From an optimization exercise on the open Yosys and OpenROAD flow, aimed at small area and a short achievable clock period; shortcuts taken in it are not production practice. Only simulation tests tie the RTL to the original design; equivalence was not proved. Power is estimated from default activity; no workload was simulated.

## flow/design.v (module list and top-level ports; edited modules follow where they fit)
// module top_32bit: 158 lines
// module opmux: 4 lines
// module opctl: 6 lines
// module mulfront: 757 lines
// module csaback: 101 lines
// module cpa32: 728 lines
// module nd2: 3 lines
// module nr2: 3 lines
// module xn2: 3 lines
// module iv: 3 lines
// module aoi21: 3 lines
// module oai21: 3 lines
// module ltcmp: 256 lines
// module benc: 5 lines
// module bsel: 3 lines
// module ao21: 3 lines
// module xo2: 3 lines
module top_32bit(
    input               clk,
    input               we,
    input               reset,
    input      [31:0]   data,
    input      [1:0]    p_sel,
    input      [31:0]   P0,
    input      [31:0]   P1,
    output     [31:0]   P0_out,
    output     [31:0]   P1_out,
    output     [31:0]   data_out
  );
  // ...
==> flow/flow/run.sh <==
#!/bin/bash
# The standard layout (the standard.sh, standard synthesis included) with:
#  - a clock tree of smaller buffers, larger sink clusters and no dummy loads;
#  - port buffers of buf_2 cells.
# make's own output goes to layout_make.log; each ORFS step logs under orfs/logs.
set -euo pipefail
bash standard.sh SETUP_SLACK_MARGIN=6.5 \
  'CTS_ARGS=-sink_clustering_enable -repair_clock_nets -dont_use_dummy_load -buf_list {sky130_fd_sc_hd__clkbuf_4 sky130_fd_sc_hd__clkbuf_8} -sink_clustering_size 16' \
  'BUFFER_PORTS_ARGS=-buffer_cell sky130_fd_sc_hd__buf_2' \
  finish > layout_make.log 2>&1
==> flow/standard.sh <==
#!/bin/bash
# synth_recipe.tcl (not shown) runs the flow's synth.tcl, then flattens the netlist and writes it again
# the make line also repeats each setting of config.mk as NAME=value (left out here)
make -C /OpenROAD-flow-scripts/flow DESIGN_CONFIG=/design/flow/config.mk WORK_HOME=/design/flow/orfs CLKGATE_MAP_FILE= SYNTH_SCRIPT=/design/flow/synth_recipe.tcl "${@:-finish}"
==> flow/config.mk <==
export PLATFORM = sky130hd
export DESIGN_NAME = top_32bit
export DESIGN_NICKNAME = top_32bit
export VERILOG_FILES = /design/flow/design.v
export SDC_FILE = /design/flow/constraint.sdc
export NUM_CORES = 4
export LEC_CHECK = 0
export CAP_MARGIN = 20
export CORE_MARGIN = 2
export CORE_UTILIZATION = 60
export SLEW_MARGIN = 20
export SYNTH_HIERARCHICAL = 1
==> flow/constraint.sdc <==
create_clock -name core_clock -period 12.0 [get_ports {clk}]
set_input_delay 2.4000 -clock core_clock [delete_from_list [all_inputs] [get_ports {clk}]]
set_output_delay 2.4000 -clock core_clock [all_outputs]
set_load 0.01 [all_outputs]
==> metrics.cfg, run 1 <==
[power]
clockPowerShare_pct = 12.0
total_leakage_power_nw = 19.3
powerSeq_mw = 3.77
p_per_area_nw_per_um2 = 285

[run]
maxCapViolCount = 0

[clock_network]
clkTransAtPathRegs_ns = 0.06
cts_setup_buffers = 137
ctsRootBufferMaster = clkbuf_8

[final_layout]
bufAreaShareNonClock_pct = 6.63
design.seq.count = 777
largest_register_ffs = 384
diodes = 12
multi_input_gates = 2614

[yosys]
synth_flop_cell = edfxtp_1

[sta]
finalHoldViolations = 0
layout_setup_ws_ns = 6.44

[setup_path]
path_class = input pin to flip-flop
ff2ff_setup_slack_ns = 6.68
worst_ep_arrival_time_ns = 6.13

[routing]
final_antenna_net_count = 0
wire_per_inst_um = 31.0
vias_per_cell = 6.78

[placement]
place_hpwl_um = 105000
post_dp_cell_area_um2 = 46900

[global_route]
met2_usage_pct = 66.1
busiest_layer = met2

[floorplanning]
fp.dieH_um = 278

[run_status]
status = no timing/DRC/antenna violations

==> module top_32bit, before the edit <==
module top_32bit(
    input               clk,
    input               we,
    input               reset,
    input      [31:0]   data,
    input      [1:0]    p_sel,
    input      [31:0]   P0,
    input      [31:0]   P1,
    output     [31:0]   P0_out,
    output     [31:0]   P1_out,
    output     [31:0]   data_out
  );
  localparam [2:0] OP_ADD = 3'd0, OP_SUB = 3'd1, OP_MUL = 3'd2, OP_AND = 3'd3,
                   OP_OR  = 3'd4, OP_XOR = 3'd5, OP_LT  = 3'd6;
  reg  [4:0]  a1;
  reg         first;
  always @(posedge clk or posedge reset)
    if (reset) a1 <= 5'd0;
    else       a1 <= first ? 5'd0 : a1 + 5'd1;
  always @(posedge clk)
    first <= reset;
  wire [3:0] d_op = data[31:28];
  wire [2:0] d_rs = data[27:25];
  wire [2:0] d_rA = data[24:22];
  wire [2:0] d_rB = data[21:19];
  reg  [2:0] e_op, e_A, e_B;
  always @* begin
    e_A = d_rA;
    e_B = d_rB;
    case (d_op)
      4'b0000: e_op = OP_ADD;
      4'b0001: e_op = OP_SUB;
      4'b0010: e_op = OP_MUL;
      4'b0011: e_op = OP_AND;
      4'b0100: e_op = OP_OR;
      4'b0101: e_op = OP_XOR;
      4'b0110: begin e_op = OP_LT; e_A = d_rB; e_B = d_rA; end
      4'b0111: e_op = OP_LT;
      4'b1001: begin e_op = OP_AND; e_B = d_rA; end
      default: begin e_op = OP_XOR; e_B = d_rA; end
    endcase
  end
  wire [11:0] enc = {e_op, d_rs, e_A, e_B};
  reg  [11:0] mem [0:31];
  always @(posedge clk)
    if (we) mem[a1] <= enc;
  wire [11:0] Jn = we ? enc : mem[a1];
  wire [2:0]  jn_A = Jn[5:3];
  wire [2:0]  jn_B = Jn[2:0];
  reg  [5:0]  J;
  always @(posedge clk)
    J <= Jn[11:6];
  wire [2:0] j_op = J[5:3];
  wire [2:0] j_rs = J[2:0];
  reg  [31:0]  R0, R1;
  reg  [191:0] Rh;         
  reg  [7:2]   valid;
  reg  [2:0]   rs_cur;     
  wire [31:0]  alu;        
  wire [31:0]  alu_rf;     
  wire [31:0]  wb0 = p_sel[0] ? alu_rf : P0;
  wire [31:0]  wb1 = p_sel[1] ? alu_rf : P1;
  always @(posedge clk or posedge reset)
    if (reset) begin
      R0 <= 32'd0;
      R1 <= 32'd0;
    end else begin
      if (rs_cur == 3'd0) R0 <= wb0;
      if (rs_cur == 3'd1) R1 <= wb1;
    end
  genvar k;
  generate
    for (k = 2; k < 8; k = k + 1) begin : g_reg
      always @(posedge clk)
        if (rs_cur == k) Rh[32*(k-2) +: 32] <= alu_rf;
      always @(posedge clk or posedge reset)
        if (reset)             valid[k] <= 1'b0;
        else if (rs_cur == k)  valid[k] <= 1'b1;
    end
  endgenerate
  wire [2:0]  rs_n    = reset ? 3'd0 : j_rs;
  wire [7:0]  valid_n = reset ? 8'd0 : ({valid, 2'b00} | (8'd1 << rs_cur));
  wire [7:0]  ok_n    = valid_n | 8'b11;
  wire        fwdA_n  = (jn_A == rs_n);
  wire        fwdB_n  = (jn_B == rs_n);
  reg  [7:0]  selA, selB;
  reg         gA0, gA1, gAY, gB0, gB1, gBY;
  always @(posedge clk) begin
    selA <= fwdA_n ? 8'd0 : ((8'd1 << jn_A) & ok_n);
    selB <= fwdB_n ? 8'd0 : ((8'd1 << jn_B) & ok_n);
    gA0  <= fwdA_n & (rs_n == 3'd0);
    gA1  <= fwdA_n & (rs_n == 3'd1);
    gAY  <= fwdA_n & (rs_n[2:1] != 2'd0);
    gB0  <= fwdB_n & (rs_n == 3'd0);
    gB1  <= fwdB_n & (rs_n == 3'd1);
    gBY  <= fwdB_n & (rs_n[2:1] != 2'd0);
  end
  wire [255:0] Rall = {Rh, R1, R0};
  reg  [31:0]  A_reg, B_reg;
  integer i;
  always @* begin
    A_reg = 32'd0;
    B_reg = 32'd0;
    for (i = 0; i < 8; i = i + 1) begin
      A_reg = A_reg | ({32{selA[i]}} & Rall[32*i +: 32]);
      B_reg = B_reg | ({32{selB[i]}} & Rall[32*i +: 32]);
    end
  end
  wire [31:0] A, B;
  wire [3:0]  ga, gp0, gp1;
  opctl u_cA0 (.g0(gA0), .g1(gA1), .gy(gAY), .p_sel(p_sel), .ga(ga[0]), .gp0(gp0[0]), .gp1(gp1[0]));
  opctl u_cA1 (.g0(gA0), .g1(gA1), .gy(gAY), .p_sel(p_sel), .ga(ga[1]), .gp0(gp0[1]), .gp1(gp1[1]));
  opctl u_cB0 (.g0(gB0), .g1(gB1), .gy(gBY), .p_sel(p_sel), .ga(ga[2]), .gp0(gp0[2]), .gp1(gp1[2]));
  opctl u_cB1 (.g0(gB0), .g1(gB1), .gy(gBY), .p_sel(p_sel), .ga(ga[3]), .gp0(gp0[3]), .gp1(gp1[3]));
  opmux u_opA0 (.alu(alu[15:0]), .p0(P0[15:0]), .p1(P1[15:0]), .r(A_reg[15:0]),
                .ga(ga[0]), .gp0(gp0[0]), .gp1(gp1[0]), .y(A[15:0]));
  opmux u_opA1 (.alu(alu[31:16]), .p0(P0[31:16]), .p1(P1[31:16]), .r(A_reg[31:16]),
                .ga(ga[1]), .gp0(gp0[1]), .gp1(gp1[1]), .y(A[31:16]));
  opmux u_opB0 (.alu(alu[15:0]), .p0(P0[15:0]), .p1(P1[15:0]), .r(B_reg[15:0]),
                .ga(ga[2]), .gp0(gp0[2]), .gp1(gp1[2]), .y(B[15:0]));
  opmux u_opB1 (.alu(alu[31:16]), .p0(P0[31:16]), .p1(P1[31:16]), .r(B_reg[31:16]),
                .ga(ga[3]), .gp0(gp0[3]), .gp1(gp1[3]), .y(B[31:16]));
  wire [15:0] Am, Bm;
  wire [1:0]  gam, gp0m, gp1m;
  opctl u_cAm (.g0(gA0), .g1(gA1), .gy(gAY), .p_sel(p_sel), .ga(gam[0]), .gp0(gp0m[0]), .gp1(gp1m[0]));
  opctl u_cBm (.g0(gB0), .g1(gB1), .gy(gBY), .p_sel(p_sel), .ga(gam[1]), .gp0(gp0m[1]), .gp1(gp1m[1]));
  opmux u_opAm (.alu(alu[15:0]), .p0(P0[15:0]), .p1(P1[15:0]), .r(A_reg[15:0]),
                .ga(gam[0]), .gp0(gp0m[0]), .gp1(gp1m[0]), .y(Am));
  opmux u_opBm (.alu(alu[15:0]), .p0(P0[15:0]), .p1(P1[15:0]), .r(B_reg[15:0]),
                .ga(gam[1]), .gp0(gp0m[1]), .gp1(gp1m[1]), .y(Bm));
  wire        nr    = ~reset;
  wire        s_mul = nr & (j_op == OP_MUL);
  wire        s_add = nr & (j_op == OP_ADD);
  wire        s_sub = nr & (j_op == OP_SUB);
  wire        s_or  = nr & (j_op == OP_OR);
  wire        s_xor = nr & (j_op == OP_XOR);
  wire        s_lt  = nr & (j_op == OP_LT);
  wire        s_and = nr & (j_op == OP_AND | j_op == 3'd7);
  wire        lt;
  ltcmp u_lt (.a(A), .b(B), .lt(lt));
  wire [31:0] ox = ({32{s_add | s_sub}} & A) | ({32{s_or}} & (A | B)) |
                   ({32{s_xor}} & (A ^ B)) | ({32{s_and}} & (A & B)) |
                   {31'd0, s_lt & lt};
  wire [31:0] oy = ({32{s_add}} & B) | ({32{s_sub}} & ~B);
  wire        ocin = s_sub;
  wire [93:0] mid_next;
  reg  [93:0] mid;
  mulfront u_front (.a(Am), .b(Bm), .is_mul(s_mul), .ox(ox), .oy(oy),
                    .ocin(ocin), .m(mid_next));
  always @(posedge clk) begin
    mid    <= mid_next;
    rs_cur <= reset ? 3'd0 : j_rs;
  end
  csaback u_back (.m(mid), .s(alu), .s2(alu_rf));
  assign P0_out   = R0;
  assign P1_out   = R1;
  assign data_out = alu;
endmodule
==> module opmux, before the edit <==
module opmux(input [15:0] alu, input [15:0] p0, input [15:0] p1, input [15:0] r,
             input ga, input gp0, input gp1, output [15:0] y);
  assign y = ({16{ga}} & alu) | ({16{gp0}} & p0) | ({16{gp1}} & p1) | r;
endmodule
==> module csaback, before the edit <==
module csaback(input [93:0] m, output [31:0] s, output [31:0] s2);
  wire s1;
  wire c2;
  wire s3;
  wire c4;
  wire s5;
  wire c6;
  wire s7;
  wire c8;
  wire s9;
  wire c10;
  wire s11;
  wire c12;
  wire s13;
  wire c14;
  wire s15;
  wire c16;
  wire s17;
  wire c18;
  wire s19;
  wire c20;
  wire s21;
  wire c22;
  wire s23;
  wire c24;
  wire s25;
  wire c26;
  wire s27;
  wire c28;
  wire s29;
  wire c30;
  wire s31;
  wire c32;
  wire s33;
  wire c34;
  wire s35;
  wire c36;
  wire s37;
  wire c38;
  wire s39;
  wire c40;
  wire s41;
  wire c42;
  wire s43;
  wire c44;
  wire s45;
  wire c46;
  wire s47;
  wire c48;
  wire s49;
  wire c50;
  wire s51;
  wire c52;
  wire s53;
  wire c54;
  wire s55;
  wire c56;
  wire s57;
  wire c58;
  wire s59;
  wire c60;
  wire s61;
  wire c62;
  wire s63;
  wire c64;
  assign {c2,s1} = m[0] + m[1];
  assign {c4,s3} = m[3] + m[4];
  assign {c6,s5} = m[5] + m[6] + m[7];
  assign {c8,s7} = m[8] + m[9];
  assign {c10,s9} = m[10] + m[11] + m[12];
  assign {c12,s11} = m[13] + m[14] + m[15];
  assign {c14,s13} = m[16] + m[17] + m[18];
  assign {c16,s15} = m[19] + m[20] + m[21];
  assign {c18,s17} = m[22] + m[23] + m[24];
  assign {c20,s19} = m[25] + m[26] + m[27];
  assign {c22,s21} = m[28] + m[29] + m[30];
  assign {c24,s23} = m[31] + m[32] + m[33];
  assign {c26,s25} = m[34] + m[35] + m[36];
  assign {c28,s27} = m[37] + m[38] + m[39];
  assign {c30,s29} = m[40] + m[41] + m[42];
  assign {c32,s31} = m[43] + m[44] + m[45];
  assign {c34,s33} = m[46] + m[47] + m[48];
  assign {c36,s35} = m[49] + m[50] + m[51];
  assign {c38,s37} = m[52] + m[53] + m[54];
  assign {c40,s39} = m[55] + m[56] + m[57];
  assign {c42,s41} = m[58] + m[59] + m[60];
  assign {c44,s43} = m[61] + m[62] + m[63];
  assign {c46,s45} = m[64] + m[65] + m[66];
  assign {c48,s47} = m[67] + m[68] + m[69];
  assign {c50,s49} = m[70] + m[71] + m[72];
  assign {c52,s51} = m[73] + m[74] + m[75];
  assign {c54,s53} = m[76] + m[77] + m[78];
  assign {c56,s55} = m[79] + m[80] + m[81];
  assign {c58,s57} = m[82] + m[83] + m[84];
  assign {c60,s59} = m[85] + m[86] + m[87];
  assign {c62,s61} = m[88] + m[89] + m[90];
  assign {c64,s63} = m[91] + m[92] + m[93];
  wire [31:0] ra = {c62, c60, c58, c56, c54, c52, c50, c48, c46, c44, c42, c40, c38, c36, c34, c32, c30, c28, c26, c24, c22, c20, c18, c16, c14, c12, c10, c8, c6, c4, c2, m[2]};
  wire [31:0] rb = {s63, s61, s59, s57, s55, s53, s51, s49, s47, s45, s43, s41, s39, s37, s35, s33, s31, s29, s27, s25, s23, s21, s19, s17, s15, s13, s11, s9, s7, s5, s3, s1};
  cpa32 u_cpa (.a(ra), .b(rb), .s(s), .s2(s2));
endmodule
==> run 2, diff against run 1 <==
--- a/flow/design.v
+++ b/flow/design.v
@@ -102,37 +102,22 @@
     A_reg = 32'd0;
     B_reg = 32'd0;
     for (i = 0; i < 8; i = i + 1) begin
       A_reg = A_reg | ({32{selA[i]}} & Rall[32*i +: 32]);
       B_reg = B_reg | ({32{selB[i]}} & Rall[32*i +: 32]);
     end
   end
   wire [31:0] A, B;
-  wire [3:0]  ga, gp0, gp1;
-  opctl u_cA0 (.g0(gA0), .g1(gA1), .gy(gAY), .p_sel(p_sel), .ga(ga[0]), .gp0(gp0[0]), .gp1(gp1[0]));
-  opctl u_cA1 (.g0(gA0), .g1(gA1), .gy(gAY), .p_sel(p_sel), .ga(ga[1]), .gp0(gp0[1]), .gp1(gp1[1]));
-  opctl u_cB0 (.g0(gB0), .g1(gB1), .gy(gBY), .p_sel(p_sel), .ga(ga[2]), .gp0(gp0[2]), .gp1(gp1[2]));
-  opctl u_cB1 (.g0(gB0), .g1(gB1), .gy(gBY), .p_sel(p_sel), .ga(ga[3]), .gp0(gp0[3]), .gp1(gp1[3]));
-  opmux u_opA0 (.alu(alu[15:0]), .p0(P0[15:0]), .p1(P1[15:0]), .r(A_reg[15:0]),
-                .ga(ga[0]), .gp0(gp0[0]), .gp1(gp1[0]), .y(A[15:0]));
-  opmux u_opA1 (.alu(alu[31:16]), .p0(P0[31:16]), .p1(P1[31:16]), .r(A_reg[31:16]),
-                .ga(ga[1]), .gp0(gp0[1]), .gp1(gp1[1]), .y(A[31:16]));
-  opmux u_opB0 (.alu(alu[15:0]), .p0(P0[15:0]), .p1(P1[15:0]), .r(B_reg[15:0]),
-                .ga(ga[2]), .gp0(gp0[2]), .gp1(gp1[2]), .y(B[15:0]));
-  opmux u_opB1 (.alu(alu[31:16]), .p0(P0[31:16]), .p1(P1[31:16]), .r(B_reg[31:16]),
-                .ga(ga[3]), .gp0(gp0[3]), .gp1(gp1[3]), .y(B[31:16]));
-  wire [15:0] Am, Bm;
-  wire [1:0]  gam, gp0m, gp1m;
-  opctl u_cAm (.g0(gA0), .g1(gA1), .gy(gAY), .p_sel(p_sel), .ga(gam[0]), .gp0(gp0m[0]), .gp1(gp1m[0]));
-  opctl u_cBm (.g0(gB0), .g1(gB1), .gy(gBY), .p_sel(p_sel), .ga(gam[1]), .gp0(gp0m[1]), .gp1(gp1m[1]));
-  opmux u_opAm (.alu(alu[15:0]), .p0(P0[15:0]), .p1(P1[15:0]), .r(A_reg[15:0]),
-                .ga(gam[0]), .gp0(gp0m[0]), .gp1(gp1m[0]), .y(Am));
-  opmux u_opBm (.alu(alu[15:0]), .p0(P0[15:0]), .p1(P1[15:0]), .r(B_reg[15:0]),
-                .ga(gam[1]), .gp0(gp0m[1]), .gp1(gp1m[1]), .y(Bm));
+  opmux u_opA (.alu(alu), .p0(P0), .p1(P1), .r(A_reg),
+               .ga(gAY | (gA0 & p_sel[0]) | (gA1 & p_sel[1])),
+               .gp0(gA0 & ~p_sel[0]), .gp1(gA1 & ~p_sel[1]), .y(A));
+  opmux u_opB (.alu(alu), .p0(P0), .p1(P1), .r(B_reg),
+               .ga(gBY | (gB0 & p_sel[0]) | (gB1 & p_sel[1])),
+               .gp0(gB0 & ~p_sel[0]), .gp1(gB1 & ~p_sel[1]), .y(B));
   wire        nr    = ~reset;
   wire        s_mul = nr & (j_op == OP_MUL);
   wire        s_add = nr & (j_op == OP_ADD);
   wire        s_sub = nr & (j_op == OP_SUB);
   wire        s_or  = nr & (j_op == OP_OR);
   wire        s_xor = nr & (j_op == OP_XOR);
   wire        s_lt  = nr & (j_op == OP_LT);
   wire        s_and = nr & (j_op == OP_AND | j_op == 3'd7);
@@ -140,36 +125,30 @@
   ltcmp u_lt (.a(A), .b(B), .lt(lt));
   wire [31:0] ox = ({32{s_add | s_sub}} & A) | ({32{s_or}} & (A | B)) |
                    ({32{s_xor}} & (A ^ B)) | ({32{s_and}} & (A & B)) |
                    {31'd0, s_lt & lt};
   wire [31:0] oy = ({32{s_add}} & B) | ({32{s_sub}} & ~B);
   wire        ocin = s_sub;
   wire [93:0] mid_next;
   reg  [93:0] mid;
-  mulfront u_front (.a(Am), .b(Bm), .is_mul(s_mul), .ox(ox), .oy(oy),
+  mulfront u_front (.a(A[15:0]), .b(B[15:0]), .is_mul(s_mul), .ox(ox), .oy(oy),
                     .ocin(ocin), .m(mid_next));
   always @(posedge clk) begin
     mid    <= mid_next;
     rs_cur <= reset ? 3'd0 : j_rs;
   end
   csaback u_back (.m(mid), .s(alu), .s2(alu_rf));
   assign P0_out   = R0;
   assign P1_out   = R1;
   assign data_out = alu;
 endmodule
-module opmux(input [15:0] alu, input [15:0] p0, input [15:0] p1, input [15:0] r,
-             input ga, input gp0, input gp1, output [15:0] y);
-  assign y = ({16{ga}} & alu) | ({16{gp0}} & p0) | ({16{gp1}} & p1) | r;
-endmodule
-module opctl(input g0, input g1, input gy, input [1:0] p_sel,
-             output ga, output gp0, output gp1);
-  assign ga  = gy | (g0 & p_sel[0]) | (g1 & p_sel[1]);
-  assign gp0 = g0 & ~p_sel[0];
-  assign gp1 = g1 & ~p_sel[1];
+module opmux(input [31:0] alu, input [31:0] p0, input [31:0] p1, input [31:0] r,
+             input ga, input gp0, input gp1, output [31:0] y);
+  assign y = ({32{ga}} & alu) | ({32{gp0}} & p0) | ({32{gp1}} & p1) | r;
 endmodule
 module mulfront(input [15:0] a, input [15:0] b, input is_mul, input [31:0] ox,
                 input [31:0] oy, input ocin, output [93:0] m);
   wire one1;
   wire two2;
   wire neg3;
   wire pp4;
   wire pp5;
@@ -721,212 +700,212 @@
   assign pp178 = one169 & a[8];
   assign pp179 = one169 & a[9];
   assign pp180 = one169 & a[10];
   assign pp181 = one169 & a[11];
   assign pp182 = one169 & a[12];
   assign pp183 = one169 & a[13];
   assign pp184 = one169 & a[14];
   assign pp185 = one169 & a[15];
-  assign {c187,s186} = neg45 + pp8;
-  assign {c189,s188} = pp9 + pp28;
-  assign {c191,s190} = neg66 + pp10 + pp29;
-  assign {c193,s192} = pp48 + pp67;
-  assign {c195,s194} = pp11 + pp30 + pp49;
-  assign {c197,s196} = pp68 + c193;
-  assign {c199,s198} = neg87 + pp12 + pp31;
-  assign {c201,s200} = pp50 + pp69 + pp88;
-  assign {c203,s202} = c195 + s198;
-  assign {c205,s204} = pp13 + pp32 + pp51;
-  assign {c207,s206} = pp70 + pp89 + c199;
-  assign {c209,s208} = c201 + s204;
-  assign {c211,s210} = neg108 + pp14 + pp33;
-  assign {c213,s212} = pp52 + pp71 + pp90;
-  assign {c215,s214} = pp109 + c205 + s210;
-  assign {c217,s216} = s212 + c209;
-  assign {c219,s218} = pp15 + pp34 + pp53;
-  assign {c221,s220} = pp72 + pp91 + pp110;
-  assign {c223,s222} = c211 + c213 + s218;
-  assign {c225,s224} = s220 + c215;
-  assign {c227,s226} = neg129 + pp16 + pp35;
-  assign {c229,s228} = pp54 + pp73 + pp92;
-  assign {c231,s230} = pp111 + pp130 + c219;
-  assign {c233,s232} = c221 + s226 + s228;
-  assign {c235,s234} = c223 + s230;
-  assign {c237,s236} = pp17 + pp36 + pp55;
-  assign {c239,s238} = pp74 + pp93 + pp112;
-  assign {c241,s240} = pp131 + c227 + c229;
-  assign {c243,s242} = s236 + s238 + c231;
-  assign {c245,s244} = c233 + s240;
-  assign {c247,s246} = neg150 + pp18 + pp37;
-  assign {c249,s248} = pp56 + pp75 + pp94;
-  assign {c251,s250} = pp113 + pp132 + pp151;
-  assign {c253,s252} = c237 + c239 + s246;
-  assign {c255,s254} = s248 + s250 + c241;
-  assign {c257,s256} = s252 + c245;
-  assign {c259,s258} = pp19 + pp38 + pp57;
-  assign {c261,s260} = pp76 + pp95 + pp114;
-  assign {c263,s262} = pp133 + pp152 + c247;
-  assign {c265,s264} = c249 + c251 + s258;
-  assign {c267,s266} = s260 + c253 + s262;
-  assign {c269,s268} = s264 + c255;
-  assign {c271,s270} = pp20 + pp39 + pp58;
-  assign {c273,s272} = pp77 + pp96 + pp115;
-  assign {c275,s274} = pp134 + pp153 + pp170;
-  assign {c277,s276} = c259 + c261 + s270;
-  assign {c279,s278} = s272 + s274 + c263;
-  assign {c281,s280} = c265 + s276 + c267;
-  assign {c283,s282} = neg3 + pp40 + pp59;
-  assign {c285,s284} = pp78 + pp97 + pp116;
-  assign {c287,s286} = pp135 + pp154 + pp171;
-  assign {c289,s288} = c271 + c273 + c275;
-  assign {c291,s290} = s282 + s284 + s286;
-  assign {c293,s292} = c277 + s288 + s290;
-  assign {c295,s294} = neg3 + pp41 + pp60;
-  assign {c297,s296} = pp79 + pp98 + pp117;
-  assign {c299,s298} = pp136 + pp155 + pp172;
-  assign {c301,s300} = c283 + c285 + c287;
-  assign {c303,s302} = s294 + s296 + s298;
-  assign {c305,s304} = c289 + c291 + s300;
-  assign {c307,s306} = ns21 + ns42 + pp61;
-  assign {c309,s308} = pp80 + pp99 + pp118;
-  assign {c311,s310} = pp137 + pp156 + pp173;
-  assign {c313,s312} = c295 + c297 + c299;
-  assign {c315,s314} = s306 + s308 + s310;
-  assign {c317,s316} = c301 + c303 + s312;
-  assign {c319,s318} = pp62 + pp81 + 1'b1;
-  assign {c321,s320} = pp100 + pp119 + pp138;
-  assign {c323,s322} = pp157 + pp174 + c307;
-  assign {c325,s324} = c309 + c311 + s318;
-  assign {c327,s326} = s320 + c313 + c315;
-  assign {c329,s328} = s322 + s324;
-  assign {c331,s330} = ns63 + pp82 + pp101;
-  assign {c333,s332} = pp120 + pp139 + pp158;
-  assign {c335,s334} = pp175 + c319 + c321;
-  assign {c337,s336} = s330 + s332 + c323;
-  assign {c339,s338} = c325 + s334 + c329;
-  assign {c341,s340} = pp83 + pp102 + 1'b1;
-  assign {c343,s342} = pp121 + pp140 + pp159;
-  assign {c345,s344} = pp176 + c331 + c333;
-  assign {c347,s346} = s340 + s342 + c335;
-  assign {c349,s348} = s344 + c337;
-  assign {c351,s350} = ns84 + pp103 + pp122;
-  assign {c353,s352} = pp141 + pp160 + pp177;
-  assign {c355,s354} = c341 + c343 + s350;
-  assign {c357,s356} = s352 + c345 + s354;
-  assign {c359,s358} = pp104 + pp123 + 1'b1;
-  assign {c361,s360} = pp142 + pp161 + pp178;
-  assign {c363,s362} = c351 + c353 + s358;
-  assign {c365,s364} = s360 + c355;
-  assign {c367,s366} = ns105 + pp124 + pp143;
-  assign {c369,s368} = pp162 + pp179 + c359;
-  assign {c371,s370} = c361 + s366 + c363;
-  assign {c373,s372} = pp125 + pp144 + 1'b1;
-  assign {c375,s374} = pp163 + pp180 + c367;
-  assign {c377,s376} = s372 + c369;
-  assign {c379,s378} = ns126 + pp145 + pp164;
-  assign {c381,s380} = pp181 + c373 + s378;
-  assign {c383,s382} = pp146 + pp165 + 1'b1;
-  assign {c385,s384} = pp182 + c379;
+  assign {c187,s186} = neg108 + pp14;
+  assign {c189,s188} = pp15 + pp34;
+  assign {c191,s190} = neg129 + pp16 + pp35;
+  assign {c193,s192} = pp54 + pp73;
+  assign {c195,s194} = pp17 + pp36 + pp55;
+  assign {c197,s196} = pp74 + pp93;
+  assign {c199,s198} = neg150 + pp18 + pp37;
+  assign {c201,s200} = pp56 + pp75 + pp94;
+  assign {c203,s202} = pp113 + pp132;
+  assign {c205,s204} = pp19 + pp38 + pp57;
+  assign {c207,s206} = pp76 + pp95 + pp114;
+  assign {c209,s208} = pp133 + pp152;
+  assign {c211,s210} = pp20 + pp39 + pp58;
+  assign {c213,s212} = pp77 + pp96 + pp115;
+  assign {c215,s214} = pp134 + pp153 + pp170;
+  assign {c217,s216} = neg3 + pp40 + pp59;
+  assign {c219,s218} = pp78 + pp97 + pp116;
+  assign {c221,s220} = pp135 + pp154 + pp171;
+  assign {c223,s222} = neg3 + pp41 + pp60;
+  assign {c225,s224} = pp79 + pp98 + pp117;
+  assign {c227,s226} = pp136 + pp155 + pp172;
+  assign {c229,s228} = ns21 + ns42 + pp61;
+  assign {c231,s230} = pp80 + pp99 + pp118;
+  assign {c233,s232} = pp137 + pp156 + pp173;
+  assign {c235,s234} = pp62 + pp81 + 1'b1;
+  assign {c237,s236} = pp100 + pp119 + pp138;
+  assign {c239,s238} = pp157 + pp174;
+  assign {c241,s240} = ns63 + pp82 + pp101;
+  assign {c243,s242} = pp120 + pp139 + pp158;
+  assign {c245,s244} = pp83 + pp102 + 1'b1;
+  assign {c247,s246} = pp121 + pp140;
+  assign {c249,s248} = ns84 + pp103 + pp122;
+  assign {c251,s250} = pp104 + pp123;
+  assign {c253,s252} = neg66 + pp10;
+  assign {c255,s254} = pp11 + pp30;
+  assign {c257,s256} = neg87 + pp12 + pp31;
+  assign {c259,s258} = pp50 + pp69;
+  assign {c261,s260} = pp13 + pp32 + pp51;
+  assign {c263,s262} = pp70 + pp89;
+  assign {c265,s264} = pp33 + pp52 + pp71;
+  assign {c267,s266} = pp90 + pp109 + s186;
+  assign {c269,s268} = pp53 + pp72 + pp91;
+  assign {c271,s270} = pp110 + c187 + s188;
+  assign {c273,s272} = pp92 + pp111 + pp130;
+  assign {c275,s274} = c189 + s192 + s190;
+  assign {c277,s276} = pp112 + pp131 + c193;
+  assign {c279,s278} = s196 + c191 + s194;
+  assign {c281,s280} = pp151 + c197 + s202;
+  assign {c283,s282} = c195 + s198 + s200;
+  assign {c285,s284} = c203 + s208 + c199;
+  assign {c287,s286} = c201 + s204 + s206;
+  assign {c289,s288} = c209 + c205 + c207;
+  assign {c291,s290} = s210 + s212 + s214;
+  assign {c293,s292} = c211 + c213 + c215;
+  assign {c295,s294} = s216 + s218 + s220;
+  assign {c297,s296} = c217 + c219 + c221;
+  assign {c299,s298} = s222 + s224 + s226;
+  assign {c301,s300} = c223 + c225 + c227;
+  assign {c303,s302} = s228 + s230 + s232;
+  assign {c305,s304} = s238 + c229 + c231;
+  assign {c307,s306} = c233 + s234 + s236;
+  assign {c309,s308} = pp175 + c239 + c235;
+  assign {c311,s310} = c237 + s240 + s242;
+  assign {c313,s312} = pp159 + pp176 + s246;
+  assign {c315,s314} = c241 + c243 + s244;
+  assign {c317,s316} = pp141 + pp160 + pp177;
+  assign {c319,s318} = c247 + c245 + s248;
+  assign {c321,s320} = pp142 + pp161 + 1'b1;
+  assign {c323,s322} = pp178 + s250 + c249;
+  assign {c325,s324} = ns105 + pp124 + pp143;
+  assign {c327,s326} = pp162 + pp179 + c251;
+  assign {c329,s328} = pp125 + pp144 + 1'b1;
+  assign {c331,s330} = pp163 + pp180;
+  assign {c333,s332} = ns126 + pp145 + pp164;
+  assign {c335,s334} = pp146 + pp165;
+  assign {c337,s336} = neg45 + pp8;
+  assign {c339,s338} = pp9 + pp28;
+  assign {c341,s340} = pp29 + pp48 + pp67;
+  assign {c343,s342} = pp49 + pp68 + c253;
+  assign {c345,s344} = pp88 + c255 + s258;
+  assign {c347,s346} = c259 + s262 + c257;
+  assign {c349,s348} = c263 + c261 + s264;
+  assign {c351,s350} = c265 + s268 + c267;
+  assign {c353,s352} = c269 + s272 + c271;
+  assign {c355,s354} = c273 + s276 + c275;
+  assign {c357,s356} = c277 + s280 + c279;
+  assign {c359,s358} = c281 + c283 + s284;
+  assign {c361,s360} = c285 + c287 + s288;
+  assign {c363,s362} = c289 + c291 + s292;
+  assign {c365,s364} = c293 + c295 + s296;
+  assign {c367,s366} = c297 + c299 + s300;
+  assign {c369,s368} = c301 + c303 + s304;
+  assign {c371,s370} = c305 + c307 + s308;
+  assign {c373,s372} = s312 + c309 + c311;
+  assign {c375,s374} = s316 + c313 + c315;
+  assign {c377,s376} = c317 + s320 + c319;
+  assign {c379,s378} = c321 + s324 + s326;
+  assign {c381,s380} = s330 + c325 + s328;
+  assign {c383,s382} = pp181 + c331 + c329;
+  assign {c385,s384} = pp182 + s334 + 1'b1;
   assign {c387,s386} = ns147 + pp166 + pp183;
   assign {c389,s388} = pp167 + pp184;
-  ao21 u_m0 (.a(is_mul), .b(pp4), .c(ox[0]), .y(m[0]));
-  ao21 u_m1 (.a(is_mul), .b(neg3), .c(oy[0]), .y(m[1]));
+  ao21 u_m0 (.a(is_mul), .b(neg3), .c(ox[0]), .y(m[0]));
+  ao21 u_m1 (.a(is_mul), .b(pp4), .c(oy[0]), .y(m[1]));
   assign m[2] = ocin;
   ao21 u_m3 (.a(is_mul), .b(pp5), .c(ox[1]), .y(m[3]));
   assign m[4] = oy[1];
-  ao21 u_m5 (.a(is_mul), .b(pp6), .c(ox[2]), .y(m[5]));
-  ao21 u_m6 (.a(is_mul), .b(pp25), .c(oy[2]), .y(m[6]));
-  ao21 u_m7 (.a(is_mul), .b(neg24), .c(1'b0), .y(m[7]));
+  ao21 u_m5 (.a(is_mul), .b(neg24), .c(ox[2]), .y(m[5]));
+  ao21 u_m6 (.a(is_mul), .b(pp6), .c(oy[2]), .y(m[6]));
+  ao21 u_m7 (.a(is_mul), .b(pp25), .c(1'b0), .y(m[7]));
   ao21 u_m8 (.a(is_mul), .b(pp7), .c(ox[3]), .y(m[8]));
   ao21 u_m9 (.a(is_mul), .b(pp26), .c(oy[3]), .y(m[9]));
-  ao21 u_m10 (.a(is_mul), .b(pp27), .c(ox[4]), .y(m[10]));
-  ao21 u_m11 (.a(is_mul), .b(pp46), .c(oy[4]), .y(m[11]));
-  ao21 u_m12 (.a(is_mul), .b(s186), .c(1'b0), .y(m[12]));
-  ao21 u_m13 (.a(is_mul), .b(pp47), .c(ox[5]), .y(m[13]));
-  ao21 u_m14 (.a(is_mul), .b(c187), .c(oy[5]), .y(m[14]));
-  ao21 u_m15 (.a(is_mul), .b(s188), .c(1'b0), .y(m[15]));
-  ao21 u_m16 (.a(is_mul), .b(c189), .c(ox[6]), .y(m[16]));
-  ao21 u_m17 (.a(is_mul), .b(s190), .c(oy[6]), .y(m[17]));
-  ao21 u_m18 (.a(is_mul), .b(s192), .c(1'b0), .y(m[18]));
-  ao21 u_m19 (.a(is_mul), .b(c191), .c(ox[7]), .y(m[19]));
-  ao21 u_m20 (.a(is_mul), .b(s194), .c(oy[7]), .y(m[20]));
-  ao21 u_m21 (.a(is_mul), .b(s196), .c(1'b0), .y(m[21]));
-  ao21 u_m22 (.a(is_mul), .b(s200), .c(ox[8]), .y(m[22]));
-  ao21 u_m23 (.a(is_mul), .b(c197), .c(oy[8]), .y(m[23]));
-  ao21 u_m24 (.a(is_mul), .b(s202), .c(1'b0), .y(m[24]));
-  ao21 u_m25 (.a(is_mul), .b(c203), .c(ox[9]), .y(m[25]));
-  ao21 u_m26 (.a(is_mul), .b(s206), .c(oy[9]), .y(m[26]));
-  ao21 u_m27 (.a(is_mul), .b(s208), .c(1'b0), .y(m[27]));
-  ao21 u_m28 (.a(is_mul), .b(c207), .c(ox[10]), .y(m[28]));
-  ao21 u_m29 (.a(is_mul), .b(s214), .c(oy[10]), .y(m[29]));
-  ao21 u_m30 (.a(is_mul), .b(s216), .c(1'b0), .y(m[30]));
-  ao21 u_m31 (.a(is_mul), .b(s222), .c(ox[11]), .y(m[31]));
-  ao21 u_m32 (.a(is_mul), .b(c217), .c(oy[11]), .y(m[32]));
-  ao21 u_m33 (.a(is_mul), .b(s224), .c(1'b0), .y(m[33]));
-  ao21 u_m34 (.a(is_mul), .b(s232), .c(ox[12]), .y(m[34]));
-  ao21 u_m35 (.a(is_mul), .b(c225), .c(oy[12]), .y(m[35]));
-  ao21 u_m36 (.a(is_mul), .b(s234), .c(1'b0), .y(m[36]));
-  ao21 u_m37 (.a(is_mul), .b(c235), .c(ox[13]), .y(m[37]));
-  ao21 u_m38 (.a(is_mul), .b(s242), .c(oy[13]), .y(m[38]));
-  ao21 u_m39 (.a(is_mul), .b(s244), .c(1'b0), .y(m[39]));
-  ao21 u_m40 (.a(is_mul), .b(c243), .c(ox[14]), .y(m[40]));
-  ao21 u_m41 (.a(is_mul), .b(s254), .c(oy[14]), .y(m[41]));
-  ao21 u_m42 (.a(is_mul), .b(s256), .c(1'b0), .y(m[42]));
-  ao21 u_m43 (.a(is_mul), .b(s266), .c(ox[15]), .y(m[43]));
-  ao21 u_m44 (.a(is_mul), .b(c257), .c(oy[15]), .y(m[44]));
-  ao21 u_m45 (.a(is_mul), .b(s268), .c(1'b0), .y(m[45]));
-  ao21 u_m46 (.a(is_mul), .b(s278), .c(ox[16]), .y(m[46]));
-  ao21 u_m47 (.a(is_mul), .b(c269), .c(oy[16]), .y(m[47]));
-  ao21 u_m48 (.a(is_mul), .b(s280), .c(1'b0), .y(m[48]));
-  ao21 u_m49 (.a(is_mul), .b(c279), .c(ox[17]), .y(m[49]));
-  ao21 u_m50 (.a(is_mul), .b(c281), .c(oy[17]), .y(m[50]));
-  ao21 u_m51 (.a(is_mul), .b(s292), .c(1'b0), .y(m[51]));
-  ao21 u_m52 (.a(is_mul), .b(s302), .c(ox[18]), .y(m[52]));
-  ao21 u_m53 (.a(is_mul), .b(c293), .c(oy[18]), .y(m[53]));
-  ao21 u_m54 (.a(is_mul), .b(s304), .c(1'b0), .y(m[54]));
-  ao21 u_m55 (.a(is_mul), .b(s314), .c(ox[19]), .y(m[55]));
-  ao21 u_m56 (.a(is_mul), .b(c305), .c(oy[19]), .y(m[56]));
-  ao21 u_m57 (.a(is_mul), .b(s316), .c(1'b0), .y(m[57]));
-  ao21 u_m58 (.a(is_mul), .b(c317), .c(ox[20]), .y(m[58]));
-  ao21 u_m59 (.a(is_mul), .b(s326), .c(oy[20]), .y(m[59]));
-  ao21 u_m60 (.a(is_mul), .b(s328), .c(1'b0), .y(m[60]));
-  ao21 u_m61 (.a(is_mul), .b(c327), .c(ox[21]), .y(m[61]));
-  ao21 u_m62 (.a(is_mul), .b(s336), .c(oy[21]), .y(m[62]));
-  ao21 u_m63 (.a(is_mul), .b(s338), .c(1'b0), .y(m[63]));
-  ao21 u_m64 (.a(is_mul), .b(s346), .c(ox[22]), .y(m[64]));
-  ao21 u_m65 (.a(is_mul), .b(c339), .c(oy[22]), .y(m[65]));
-  ao21 u_m66 (.a(is_mul), .b(s348), .c(1'b0), .y(m[66]));
-  ao21 u_m67 (.a(is_mul), .b(c347), .c(ox[23]), .y(m[67]));
-  ao21 u_m68 (.a(is_mul), .b(c349), .c(oy[23]), .y(m[68]));
-  ao21 u_m69 (.a(is_mul), .b(s356), .c(1'b0), .y(m[69]));
-  ao21 u_m70 (.a(is_mul), .b(s362), .c(ox[24]), .y(m[70]));
-  ao21 u_m71 (.a(is_mul), .b(c357), .c(oy[24]), .y(m[71]));
-  ao21 u_m72 (.a(is_mul), .b(s364), .c(1'b0), .y(m[72]));
-  ao21 u_m73 (.a(is_mul), .b(s368), .c(ox[25]), .y(m[73]));
-  ao21 u_m74 (.a(is_mul), .b(c365), .c(oy[25]), .y(m[74]));
-  ao21 u_m75 (.a(is_mul), .b(s370), .c(1'b0), .y(m[75]));
-  ao21 u_m76 (.a(is_mul), .b(s374), .c(ox[26]), .y(m[76]));
-  ao21 u_m77 (.a(is_mul), .b(c371), .c(oy[26]), .y(m[77]));
-  ao21 u_m78 (.a(is_mul), .b(s376), .c(1'b0), .y(m[78]));
-  ao21 u_m79 (.a(is_mul), .b(c375), .c(ox[27]), .y(m[79]));
-  ao21 u_m80 (.a(is_mul), .b(c377), .c(oy[27]), .y(m[80]));
-  ao21 u_m81 (.a(is_mul), .b(s380), .c(1'b0), .y(m[81]));
-  ao21 u_m82 (.a(is_mul), .b(s382), .c(ox[28]), .y(m[82]));
-  ao21 u_m83 (.a(is_mul), .b(c381), .c(oy[28]), .y(m[83]));
-  ao21 u_m84 (.a(is_mul), .b(s384), .c(1'b0), .y(m[84]));
-  ao21 u_m85 (.a(is_mul), .b(c383), .c(ox[29]), .y(m[85]));
-  ao21 u_m86 (.a(is_mul), .b(c385), .c(oy[29]), .y(m[86]));
-  ao21 u_m87 (.a(is_mul), .b(s386), .c(1'b0), .y(m[87]));
-  assign m[88] = is_mul | ox[30];
-  ao21 u_m89 (.a(is_mul), .b(c387), .c(oy[30]), .y(m[89]));
-  ao21 u_m90 (.a(is_mul), .b(s388), .c(1'b0), .y(m[90]));
-  ao21 u_m91 (.a(is_mul), .b(ns168), .c(ox[31]), .y(m[91]));
-  ao21 u_m92 (.a(is_mul), .b(pp185), .c(oy[31]), .y(m[92]));
-  ao21 u_m93 (.a(is_mul), .b(c389), .c(1'b0), .y(m[93]));
+  ao21 u_m10 (.a(is_mul), .b(s336), .c(ox[4]), .y(m[10]));
+  ao21 u_m11 (.a(is_mul), .b(pp27), .c(oy[4]), .y(m[11]));
+  ao21 u_m12 (.a(is_mul), .b(pp46), .c(1'b0), .y(m[12]));
+  ao21 u_m13 (.a(is_mul), .b(c337), .c(ox[5]), .y(m[13]));
+  ao21 u_m14 (.a(is_mul), .b(s338), .c(oy[5]), .y(m[14]));
+  ao21 u_m15 (.a(is_mul), .b(pp47), .c(1'b0), .y(m[15]));
+  ao21 u_m16 (.a(is_mul), .b(c339), .c(ox[6]), .y(m[16]));
+  ao21 u_m17 (.a(is_mul), .b(s340), .c(oy[6]), .y(m[17]));
+  ao21 u_m18 (.a(is_mul), .b(s252), .c(1'b0), .y(m[18]));
+  ao21 u_m19 (.a(is_mul), .b(c341), .c(ox[7]), .y(m[19]));
+  ao21 u_m20 (.a(is_mul), .b(s342), .c(oy[7]), .y(m[20]));
+  ao21 u_m21 (.a(is_mul), .b(s254), .c(1'b0), .y(m[21]));
+  ao21 u_m22 (.a(is_mul), .b(c343), .c(ox[8]), .y(m[22]));
+  ao21 u_m23 (.a(is_mul), .b(s344), .c(oy[8]), .y(m[23]));
+  ao21 u_m24 (.a(is_mul), .b(s256), .c(1'b0), .y(m[24]));
+  ao21 u_m25 (.a(is_mul), .b(c345), .c(ox[9]), .y(m[25]));
+  ao21 u_m26 (.a(is_mul), .b(s346), .c(oy[9]), .y(m[26]));
+  ao21 u_m27 (.a(is_mul), .b(s260), .c(1'b0), .y(m[27]));
+  ao21 u_m28 (.a(is_mul), .b(c347), .c(ox[10]), .y(m[28]));
+  ao21 u_m29 (.a(is_mul), .b(s348), .c(oy[10]), .y(m[29]));
+  ao21 u_m30 (.a(is_mul), .b(s266), .c(1'b0), .y(m[30]));
+  ao21 u_m31 (.a(is_mul), .b(c349), .c(ox[11]), .y(m[31]));
+  ao21 u_m32 (.a(is_mul), .b(s350), .c(oy[11]), .y(m[32]));
+  ao21 u_m33 (.a(is_mul), .b(s270), .c(1'b0), .y(m[33]));
+  ao21 u_m34 (.a(is_mul), .b(c351), .c(ox[12]), .y(m[34]));
+  ao21 u_m35 (.a(is_mul), .b(s352), .c(oy[12]), .y(m[35]));
+  ao21 u_m36 (.a(is_mul), .b(s274), .c(1'b0), .y(m[36]));
+  ao21 u_m37 (.a(is_mul), .b(c353), .c(ox[13]), .y(m[37]));
+  ao21 u_m38 (.a(is_mul), .b(s354), .c(oy[13]), .y(m[38]));
+  ao21 u_m39 (.a(is_mul), .b(s278), .c(1'b0), .y(m[39]));
+  ao21 u_m40 (.a(is_mul), .b(c355), .c(ox[14]), .y(m[40]));
+  ao21 u_m41 (.a(is_mul), .b(s356), .c(oy[14]), .y(m[41]));
+  ao21 u_m42 (.a(is_mul), .b(s282), .c(1'b0), .y(m[42]));
+  ao21 u_m43 (.a(is_mul), .b(c357), .c(ox[15]), .y(m[43]));
+  ao21 u_m44 (.a(is_mul), .b(s358), .c(oy[15]), .y(m[44]));
+  ao21 u_m45 (.a(is_mul), .b(s286), .c(1'b0), .y(m[45]));
+  ao21 u_m46 (.a(is_mul), .b(c359), .c(ox[16]), .y(m[46]));
+  ao21 u_m47 (.a(is_mul), .b(s360), .c(oy[16]), .y(m[47]));
+  ao21 u_m48 (.a(is_mul), .b(s290), .c(1'b0), .y(m[48]));
+  ao21 u_m49 (.a(is_mul), .b(c361), .c(ox[17]), .y(m[49]));
+  ao21 u_m50 (.a(is_mul), .b(s362), .c(oy[17]), .y(m[50]));
+  ao21 u_m51 (.a(is_mul), .b(s294), .c(1'b0), .y(m[51]));
+  ao21 u_m52 (.a(is_mul), .b(c363), .c(ox[18]), .y(m[52]));
+  ao21 u_m53 (.a(is_mul), .b(s364), .c(oy[18]), .y(m[53]));
+  ao21 u_m54 (.a(is_mul), .b(s298), .c(1'b0), .y(m[54]));
+  ao21 u_m55 (.a(is_mul), .b(c365), .c(ox[19]), .y(m[55]));
+  ao21 u_m56 (.a(is_mul), .b(s366), .c(oy[19]), .y(m[56]));
+  ao21 u_m57 (.a(is_mul), .b(s302), .c(1'b0), .y(m[57]));
+  ao21 u_m58 (.a(is_mul), .b(c367), .c(ox[20]), .y(m[58]));
+  ao21 u_m59 (.a(is_mul), .b(s368), .c(oy[20]), .y(m[59]));
+  ao21 u_m60 (.a(is_mul), .b(s306), .c(1'b0), .y(m[60]));
+  ao21 u_m61 (.a(is_mul), .b(c369), .c(ox[21]), .y(m[61]));
+  ao21 u_m62 (.a(is_mul), .b(s370), .c(oy[21]), .y(m[62]));
+  ao21 u_m63 (.a(is_mul), .b(s310), .c(1'b0), .y(m[63]));
+  ao21 u_m64 (.a(is_mul), .b(c371), .c(ox[22]), .y(m[64]));
+  ao21 u_m65 (.a(is_mul), .b(s372), .c(oy[22]), .y(m[65]));
+  ao21 u_m66 (.a(is_mul), .b(s314), .c(1'b0), .y(m[66]));
+  ao21 u_m67 (.a(is_mul), .b(c373), .c(ox[23]), .y(m[67]));
+  ao21 u_m68 (.a(is_mul), .b(s374), .c(oy[23]), .y(m[68]));
+  ao21 u_m69 (.a(is_mul), .b(s318), .c(1'b0), .y(m[69]));
+  ao21 u_m70 (.a(is_mul), .b(c375), .c(ox[24]), .y(m[70]));
+  ao21 u_m71 (.a(is_mul), .b(s376), .c(oy[24]), .y(m[71]));
+  ao21 u_m72 (.a(is_mul), .b(s322), .c(1'b0), .y(m[72]));
+  ao21 u_m73 (.a(is_mul), .b(c377), .c(ox[25]), .y(m[73]));
+  ao21 u_m74 (.a(is_mul), .b(s378), .c(oy[25]), .y(m[74]));
+  ao21 u_m75 (.a(is_mul), .b(c323), .c(1'b0), .y(m[75]));
+  ao21 u_m76 (.a(is_mul), .b(c379), .c(ox[26]), .y(m[76]));
+  ao21 u_m77 (.a(is_mul), .b(s380), .c(oy[26]), .y(m[77]));
+  ao21 u_m78 (.a(is_mul), .b(c327), .c(1'b0), .y(m[78]));
+  ao21 u_m79 (.a(is_mul), .b(c381), .c(ox[27]), .y(m[79]));
+  ao21 u_m80 (.a(is_mul), .b(s382), .c(oy[27]), .y(m[80]));
+  ao21 u_m81 (.a(is_mul), .b(s332), .c(1'b0), .y(m[81]));
+  ao21 u_m82 (.a(is_mul), .b(c383), .c(ox[28]), .y(m[82]));
+  ao21 u_m83 (.a(is_mul), .b(s384), .c(oy[28]), .y(m[83]));
+  ao21 u_m84 (.a(is_mul), .b(c333), .c(1'b0), .y(m[84]));
+  ao21 u_m85 (.a(is_mul), .b(c385), .c(ox[29]), .y(m[85]));
+  ao21 u_m86 (.a(is_mul), .b(s386), .c(oy[29]), .y(m[86]));
+  ao21 u_m87 (.a(is_mul), .b(c335), .c(1'b0), .y(m[87]));
+  ao21 u_m88 (.a(is_mul), .b(c387), .c(ox[30]), .y(m[88]));
+  ao21 u_m89 (.a(is_mul), .b(s388), .c(oy[30]), .y(m[89]));
+  assign m[90] = is_mul | 1'b0;
+  ao21 u_m91 (.a(is_mul), .b(c389), .c(ox[31]), .y(m[91]));
+  ao21 u_m92 (.a(is_mul), .b(ns168), .c(oy[31]), .y(m[92]));
+  ao21 u_m93 (.a(is_mul), .b(pp185), .c(1'b0), .y(m[93]));
 endmodule
 module csaback(input [93:0] m, output [31:0] s, output [31:0] s2);
   wire s1;
   wire c2;
   wire s3;
   wire c4;
   wire s5;
   wire c6;
@@ -1015,18 +994,18 @@
   assign {c50,s49} = m[70] + m[71] + m[72];
   assign {c52,s51} = m[73] + m[74] + m[75];
   assign {c54,s53} = m[76] + m[77] + m[78];
   assign {c56,s55} = m[79] + m[80] + m[81];
   assign {c58,s57} = m[82] + m[83] + m[84];
   assign {c60,s59} = m[85] + m[86] + m[87];
   assign {c62,s61} = m[88] + m[89] + m[90];
   assign {c64,s63} = m[91] + m[92] + m[93];
-  wire [31:0] ra = {c62, c60, c58, c56, c54, c52, c50, c48, c46, c44, c42, c40, c38, c36, c34, c32, c30, c28, c26, c24, c22, c20, c18, c16, c14, c12, c10, c8, c6, c4, c2, m[2]};
-  wire [31:0] rb = {s63, s61, s59, s57, s55, s53, s51, s49, s47, s45, s43, s41, s39, s37, s35, s33, s31, s29, s27, s25, s23, s21, s19, s17, s15, s13, s11, s9, s7, s5, s3, s1};
+  wire [31:0] ra = {c62, c60, c58, c56, c54, c52, c50, c48, c46, c44, c42, c40, c38, c36, c34, c32, c30, c28, c26, c24, c22, c20, c18, c16, c14, c12, c10, c8, c6, c4, c2, s1};
+  wire [31:0] rb = {s63, s61, s59, s57, s55, s53, s51, s49, s47, s45, s43, s41, s39, s37, s35, s33, s31, s29, s27, s25, s23, s21, s19, s17, s15, s13, s11, s9, s7, s5, s3, m[2]};
   cpa32 u_cpa (.a(ra), .b(rb), .s(s), .s2(s2));
 endmodule
 module cpa32(input [31:0] a, input [31:0] b, output [31:0] s, output [31:0] s2);
   wire w1;
   nd2 u_c1 (.a(a[0]), .b(b[0]), .y(w1));
   wire w2;
   nr2 u_c2 (.a(a[0]), .b(b[0]), .y(w2));
   wire w3;
==> metrics.cfg, run 2 <==
[setup_path]
cp.required_ns = 12.61
worst_ep_arrival_time_ns = 6.25  ; +0.12 ns
endpoint_kind = flip-flop
worstRegToRegCells = 20
worst_setup_path_start_kind = input pin
cp_max_fo = 8
path_class = input pin to flip-flop

[final_layout]
fin_nets = 4327
largest_register_ffs = 384  ; unchanged
fin_util_pct = 70.8
finalNonFillerCells = 4986
final_cell_mix = edfxtp_1, a22oi_1, inv_1
fillers = 5066
regMostFlops = mem
final_common_cell = edfxtp_1
areaGrowthSynthToFinish_pct = 16.4
drive_gt1_share_pct = 29.6
top_regs = mem x384, Rh x192, mid x94

[yosys]
netlist_top_cells_count = edfxtp_1, a22oi_1, nor2_1
netlist_top_cells_area = edfxtp_1, dfxtp_1, a22oi_1
ys_async_sr_fraction_pct = 9.65
synthCells = 3658
synth_flop_cell = edfxtp_1
avgSynthCellArea_um2 = 11.9
ys_types = 78
synth.top_cell.area_share_pct = 39.6
synth_edf_count = 576
syn_area_um2 = 43600
seq_area_frac_synth_pct = 49.7
synth_most_common_cell = edfxtp_1
yosysTopAreaCell = edfxtp_1
synth-seq-cells = 777
ys_warn_count = 7

[routing]
drtIter0Drc = 4147
vias_per_cell = 6.80  ; +0.28%
final_antenna_net_count = 0  ; unchanged
met3_length_um = 17600
wire_per_inst_um = 31.2  ; +0.51%
drc = 0
drt-pass1-iter-count = 8
wl_um = 155000
vias = 33896
drt-met1-wl_um = 53500
maxUsedRoutingLayer = met5
wl_met2_um = 71600

[power]
ir_drop_v = 0.000297
total_leakage_power_nw = 18.7  ; -3.0%
p_per_area_nw_per_um2 = 267  ; -6.0%

[global_route]
grt_use_total_pct = 40.6
grt_max_degree = 93
grt_overflow = 0
grt_pass1_vias = 33241
grt_pass1_wl_um = 219000
grt_antenna_before_repair = 24

[floorplanning]
fp.dieH_um = 274  ; -1.6%
fp.dieW_um = 274
row_count = 98
start_util_pct = 60.8
core-area_um2 = 71700
ios = 197
dieArea_um2 = 74900

[sta]
skew_ns = 0.0984
rsz0062_at_grt = yes
finalHoldViolations = 0  ; unchanged
min_period_over_period_pct = 46.9
report.final.slew_viol_count = 0
slew_headroom_pct = 20.9
finalSetupViolCount = 0
whs_ns = 0.471
max_freq_mhz = 178
worst_slew_pin_slew_ns = 1.19
fin_crit_ns = 5.63
setup-tns-final_ns = 0

[clock_network]
worstSkewPairLatency_ns = 0.78
htreeDepth = 3
cts_made_buffers = 121
clkTransAtPathRegs_ns = 0.05  ; about the same
cts_max_path_buffers = 3
cts_sinks = 777
cts_tree = done
ctsRootBufferMaster = clkbuf_8

[placement]
dp.cells = 4668
place_hpwl_um = 98900  ; -5.9%
portBuffers = 177
place_congestion = 1.05

[run_status]
status = no timing/DRC/antenna violations

[worst_hold_path]
worstHoldPathCells = 1
min_path_type = flip-flop to flip-flop

[run]
maxCapViolCount = 0  ; unchanged

run 2: cell count changes after synthesis, moves of 12 or more:
cell,before,now
a22oi_2,196,137
a222oi_1,0,31
a22oi_1,294,327
buf_6,32,15
a221o_1,39,3
nand2_1,284,249
a21oi_1,172,143
mux2i_1,145,126
nor2b_1,20,8
nor2_1,306,288
run 2: layout make-up:
cell class                      count  area [um^2]  share of cell area [%]
Inverter                          230          865                    1.70
Clock buffer                      121         1670                    3.28
Sequential cell                   777        21700                    42.7
Antenna cell                       13         32.5                  0.0640
Multi-Input combinational cell   2469        22000                    43.2
Tap cell                          950         1190                    2.34
Timing Repair Buffer              426         3380                    6.66
run 2: what timing repair did:
item                                    CTS  global route
endpoints found under the setup margin  100            55
pin swaps                                50            81
setup buffers                           109            60
gates cloned                              8             6
resized for setup                       164           183
endpoints found under the hold margin     0             0
hold buffers                              0             0
run 2: report_power, final:
part           internal, mW  switching, mW
Combinational          3.09           4.98
Clock                 0.880          0.939
Sequential             3.44          0.257
run 2: critical path, cell delays in order:
cell and delay [ns]:
buf_12 0.10, buf_12 0.14, a221o_2 0.46, buf_12 0.18, a21oi_4 0.14, nand2_4 0.14, nand2b_4 0.18, o22ai_4 0.33
buf_6 0.15, buf_6 0.09, a22oi_2 0.06, xnor2_1 0.35, fa_2 0.53, fa_2 0.35, fa_1 0.47, a21o_1 0.17
run 2: metal layers:
layer	vias to the layer above	GRT usage, %
met2	2390	64.7
li1	14179	-
met1	16671	48.9
met5	-	0
met4	20	26.4
met3	636	10.7
run 2: path summary, 6_finish.rpt:
path / startpoint / end / slack [ns]
max: p_sel[0] / mid[50] / 6.37
min: valid[2] / valid[2] / 0.47
max reg2reg: mid[16] / mid[65] / 6.91
min reg2reg: valid[2] / valid[2] / 0.47
max in group asynchronous: reset / R0[25] / 8.82
min in group asynchronous: reset / R1[2] / 1.79
run 2: logic make-up after synthesis:
kind of cell / Yosys count / share of synthesized area, %
mux: 202 / 6.65
buf+inv: 464 / 5.06
flops: 777 / 49.7
simple gates: 737 / 7.63
fa+ha+maj: 201 / 7.60
other cells: 1 / 0.00859
compound gates: 1000 / 17.8
xor+xnor: 276 / 5.57
run 2: modules after synthesis, one instance, submodules excluded, a selection:
module,copies in the design,cells
csaback,1,32
xo2,72,1
cpa32,1,2
nr2,136,1
opmux,2,105
ao21,91,1
xn2,22,1
run 2: per-stage QoR:
stage | power [mW] | area [um^2] | setup slack, ns
after floorplan | 8.15 | 44300 | 5.81
after global placement | 10.2 | 45600 | 4.49
after detailed placement | 10.3 | 45700 | 4.48
after CTS | 12.9 | 49300 | 6.41
after global routing | 14.2 | 50800 | 6.37
final | 13.6 | 50800 | 6.37
==> run 3, diff against run 2 <==
--- a/flow/flow/run.sh
+++ b/flow/flow/run.sh
@@ -4,7 +4,7 @@
 #  - port buffers of buf_2 cells.
 # make's own output goes to layout_make.log; each ORFS step logs under orfs/logs.
 set -euo pipefail
-bash standard.sh SETUP_SLACK_MARGIN=6.5 \
+bash standard.sh SETUP_SLACK_MARGIN=7.0 \
   'CTS_ARGS=-sink_clustering_enable -repair_clock_nets -dont_use_dummy_load -buf_list {sky130_fd_sc_hd__clkbuf_4 sky130_fd_sc_hd__clkbuf_8} -sink_clustering_size 16' \
   'BUFFER_PORTS_ARGS=-buffer_cell sky130_fd_sc_hd__buf_2' \
   finish > layout_make.log 2>&1
==> metrics.cfg, run 3 <==
[floorplanning]
ios = 197  ; unchanged
dieArea_um2 = 74900  ; unchanged
core-area_um2 = 71700  ; unchanged
fp.dieW_um = 274  ; unchanged
fp.dieH_um = 274  ; unchanged
start_util_pct = 60.8  ; unchanged
row_count = 98  ; unchanged

[sta]
whs_ns = 0.459  ; -0.0120 ns
finalHoldViolations = 0  ; unchanged
rsz0062_at_grt = yes
min_period_over_period_pct = 46.1  ; -0.79 points
finalSetupViolCount = 0  ; unchanged
worst_slew_pin_slew_ns = 1.16  ; -0.0238 ns
report.final.slew_viol_count = 0  ; unchanged
skew_ns = 0.153  ; +0.0544 ns
slew_headroom_pct = 22.4  ; +1.6 points
fin_crit_ns = 5.54  ; -0.0953 ns
setup-tns-final_ns = 0  ; unchanged
max_freq_mhz = 181  ; +1.7%

[setup_path]
worst_setup_path_start_kind = flip-flop
crit_start = mid[19]
crit_slowest_cell = fa_2
endpoint_kind = primary output
path_class = flip-flop to primary output
worst_ep_arrival_time_ns = 3.14  ; -3.11 ns
critPathMostFrequentCell = nor2_4
ff2ff_setup_slack_ns = 6.79  ; -0.12 ns
critPathMaxStageDelay_ns = 0.68  ; +0.15 ns
r2r_start = mid[14]
cp_max_fo = 3  ; -5
crit_chain = fa_2 > nor2_4 > nor2_4 > nand2_4 > nor2_4 > nand2_2 > o21ai_4 > xor2_2 > buf_2
cp.required_ns = 9.60  ; -3.01 ns

[power]
ir_drop_v = 0.000255  ; -14%
p_per_area_nw_per_um2 = 276  ; +3.1%
total_leakage_power_nw = 19.4  ; +3.4%

[final_layout]
drive_gt1_share_pct = 34.0  ; +4.4 points
regMostFlops = mem
top_regs = mem x384, Rh x192, mid x94
fillers = 4776  ; -5.7%
largest_register_ffs = 384  ; unchanged
fin_nets = 4406  ; +1.8%
final_cell_mix = edfxtp_1, a22oi_1, buf_4
final_common_cell = edfxtp_1
areaGrowthSynthToFinish_pct = 20.1

[yosys]
synth_most_common_cell = edfxtp_1
ys_warn_count = 7  ; unchanged
ys_async_sr_fraction_pct = 9.65  ; unchanged
synth-seq-cells = 777  ; unchanged
avgSynthCellArea_um2 = 11.9  ; unchanged
seq_area_frac_synth_pct = 49.7  ; unchanged
synth_edf_count = 576  ; unchanged
synthCells = 3658  ; unchanged
synth.top_cell.area_share_pct = 39.6  ; unchanged
synth_flop_cell = edfxtp_1
netlist_top_cells_area = edfxtp_1, dfxtp_1, a22oi_1
netlist_top_cells_count = edfxtp_1, a22oi_1, nor2_1
syn_area_um2 = 43600  ; unchanged
yosysTopAreaCell = edfxtp_1
ys_types = 78  ; unchanged

[global_route]
grt_overflow = 0  ; unchanged
grt_use_total_pct = 41.9  ; +1.3 points
grt_antenna_before_repair = 19  ; -21%
grt_max_degree = 93  ; unchanged
grt_pass1_vias = 34633  ; +4.2%
grt_pass1_wl_um = 227000  ; +3.3%

[routing]
drtIter0Drc = 4457  ; +7.5%
vias_per_cell = 6.86  ; +0.97%
drt-pass1-iter-count = 10  ; +2
wire_per_inst_um = 31.9  ; +2.5%
wl_um = 162000  ; +4.1%
final_antenna_net_count = 0  ; unchanged
vias = 34741  ; +2.5%
drc = 0  ; unchanged

[clock_network]
cts_max_path_buffers = 3  ; unchanged
ctsRootBufferMaster = clkbuf_8
worstSkewPairLatency_ns = 0.79  ; about the same
clkTransAtPathRegs_ns = 0.06  ; about the same
cts_made_buffers = 121  ; unchanged
htreeDepth = 3  ; unchanged
cts_sinks = 777  ; unchanged
cts_tree = done

[worst_hold_path]
hold_path_startpoint = valid[3]
min_path_type = flip-flop to flip-flop

[placement]
place_congestion = 1.03  ; -1.9%
place_hpwl_um = 101000  ; +1.6%
portBuffers = 177  ; unchanged

[run_status]
status = no timing/DRC/antenna violations

[run]
maxCapViolCount = 0  ; unchanged

==> run 3: cell count changes in the layout (fill, tap and decap cells not counted), moves of 26 or more <==
| cell | before | now |
|---|---|---|
| buf_4 | 198 | 249 |
| buf_6 | 12 | 55 |
| nand2_1 | 200 | 168 |
| inv_1 | 220 | 191 |
| inv_2 | 6 | 35 |
| nor2_4 | 26 | 52 |
==> run 3: worst paths after layout <==
check,endpoint,cells past startpoint
setup / recovery,data_out[21],9
hold / removal,valid[3],2
setup reg to reg,mid[56],21
hold reg to reg,valid[3],2
max in group asynchronous,R1[15],3
min in group asynchronous,R0[4],2
==> run 3: kinds of logic (layout without fill, tap and decap cells) <==
| logic type | after synthesis | after routing | share of synthesized area [%] |
|---|---|---|---|
| AO/OA/AOI/OAI | 1000 | 1000 | 17.8 |
| multiplexers | 202 | 202 | 6.65 |
| XOR/XNOR | 276 | 276 | 5.57 |
| AND/OR/NAND/NOR | 737 | 745 | 7.63 |
| other | 1 | 56 | 0.00859 |
| adder cells (fa/ha/maj) | 201 | 201 | 7.60 |
| buffers and inverters | 464 | 854 | 5.06 |
| flip-flops | 777 | 777 | 49.7 |
==> run 3: critical path: cells and delay by family (launching register included) <==
| kind | cells | cell delay, ns |
|---|---|---|
| buffers and inverters | 1 | 0.20 |
| adder cells (fa/ha/maj) | 1 | 0.68 |
| XOR/XNOR | 1 | 0.28 |
| AND/OR/NAND/NOR | 5 | 0.69 |
| AO/OA/AOI/OAI | 1 | 0.21 |
| flip-flops | 1 | 0.32 |
==> run 3: layout make-up <==
type / instances / area (um^2) / area share, %
clock buffer: 121 / 1670 / 3.18
antenna: 9 / 22.5 / 0.0430
tap: 950 / 1190 / 2.27
timing repair buffer: 503 / 4140 / 7.89
inverter: 230 / 865 / 1.65
sequential: 777 / 21700 / 41.4
multi-input combinational: 2471 / 22800 / 43.5
==> run 3: Yosys stat by module (local to each module, per instance), excerpt <==
module | copies in the design | flip-flops and latches | cells inside | cell area (um^2)
top_32bit | 1 | 777 | 2238 | 32600
csaback | 1 | 0 | 32 | 622
opmux | 2 | 0 | 105 | 603
benc | 8 | 0 | 5 | 38.8
bsel | 136 | 0 | 2 | 21.3
cpa32 | 1 | 0 | 2 | 15.0
xo2 | 72 | 0 | 1 | 8.76
aoi21 | 62 | 0 | 1 | 8.76
xn2 | 22 | 0 | 1 | 8.76
ao21 | 91 | 0 | 1 | 7.51
iv | 8 | 0 | 1 | 3.75
nr2 | 136 | 0 | 1 | 3.75
nd2 | 115 | 0 | 1 | 3.75
==> run 3: power by group <==
group / internal, mW / switching (mW) / total (mW)
Sequential: 3.44 / 0.276 / 3.71
Clock: 0.879 / 0.931 / 1.81
Combinational: 3.58 / 5.34 / 8.92
==> run 3: repair_timing <==
action	in CTS	in global routing
gates cloned	11	4
pin swaps	164	157
hold buffers	0	0
gates resized for setup	416	152
setup buffers	167	78
setup endpoints to repair	117	88
==> run 3: layer usage <==
metal | track usage (%) | wire length [um]
met2 | 65.6 | 73900
met4 | 32.2 | 14600
met3 | 11.3 | 18600
met5 | 0 | 126
met1 | 49.4 | 54400
==> run 3: through the flow <==
stage	utilization, %	std cells	instance area [um^2]	total power [mW]	worst slack, ns
2_1_floorplan	-	3704	44500	8.22	5.88
3_3_place_gp	63.8	4669	45800	10.3	4.45
3_5_place_dp	63.9	4670	45800	10.4	4.38
4_1_cts	71.1	4969	51000	13.6	6.54
5_1_grt	73.0	5053	52400	15.0	6.43
6_report	73.1	5061	52400	14.4	6.46

==> separate check: timing with driven ports <==
No port has a modelled driver above. Below, the same layouts with a new extraction and two added sets of constraints. Step 1, drivers: a clkbuf_16 drives clk and a buf_2 each remaining input, both assumed. Step 2 adds t to the input delays and takes it off the output delays; t is the mean of the earliest and latest rising clock arrival at the registers after step 1. Input paths then give back, and output paths get back, about the clock's delay inside the block. Slacks: ideal ports / drivers / drivers and shift; pairs: ideal ports / drivers.
run	t (ns)	setup WS [ns]	worst setup path after step 2	latest minus earliest clock arrival (ns)	worst register clock-pin slew, ns
run 1	0.789	6.438 / 6.384 / 5.663	input to register	0.150 / 0.151	0.07 / 0.07
run 2	0.797	6.367 / 6.379 / 5.582	input to register	0.104 / 0.105	0.07 / 0.07
run 3	0.771	6.463 / 6.400 / 5.720	input to register	0.152 / 0.153	0.07 / 0.07
After both steps setup and hold are still met in every run listed. For run 2, which loses most, drivers alone change the setup slack by +0.012 ns; drivers and shift together by -0.785 ns.
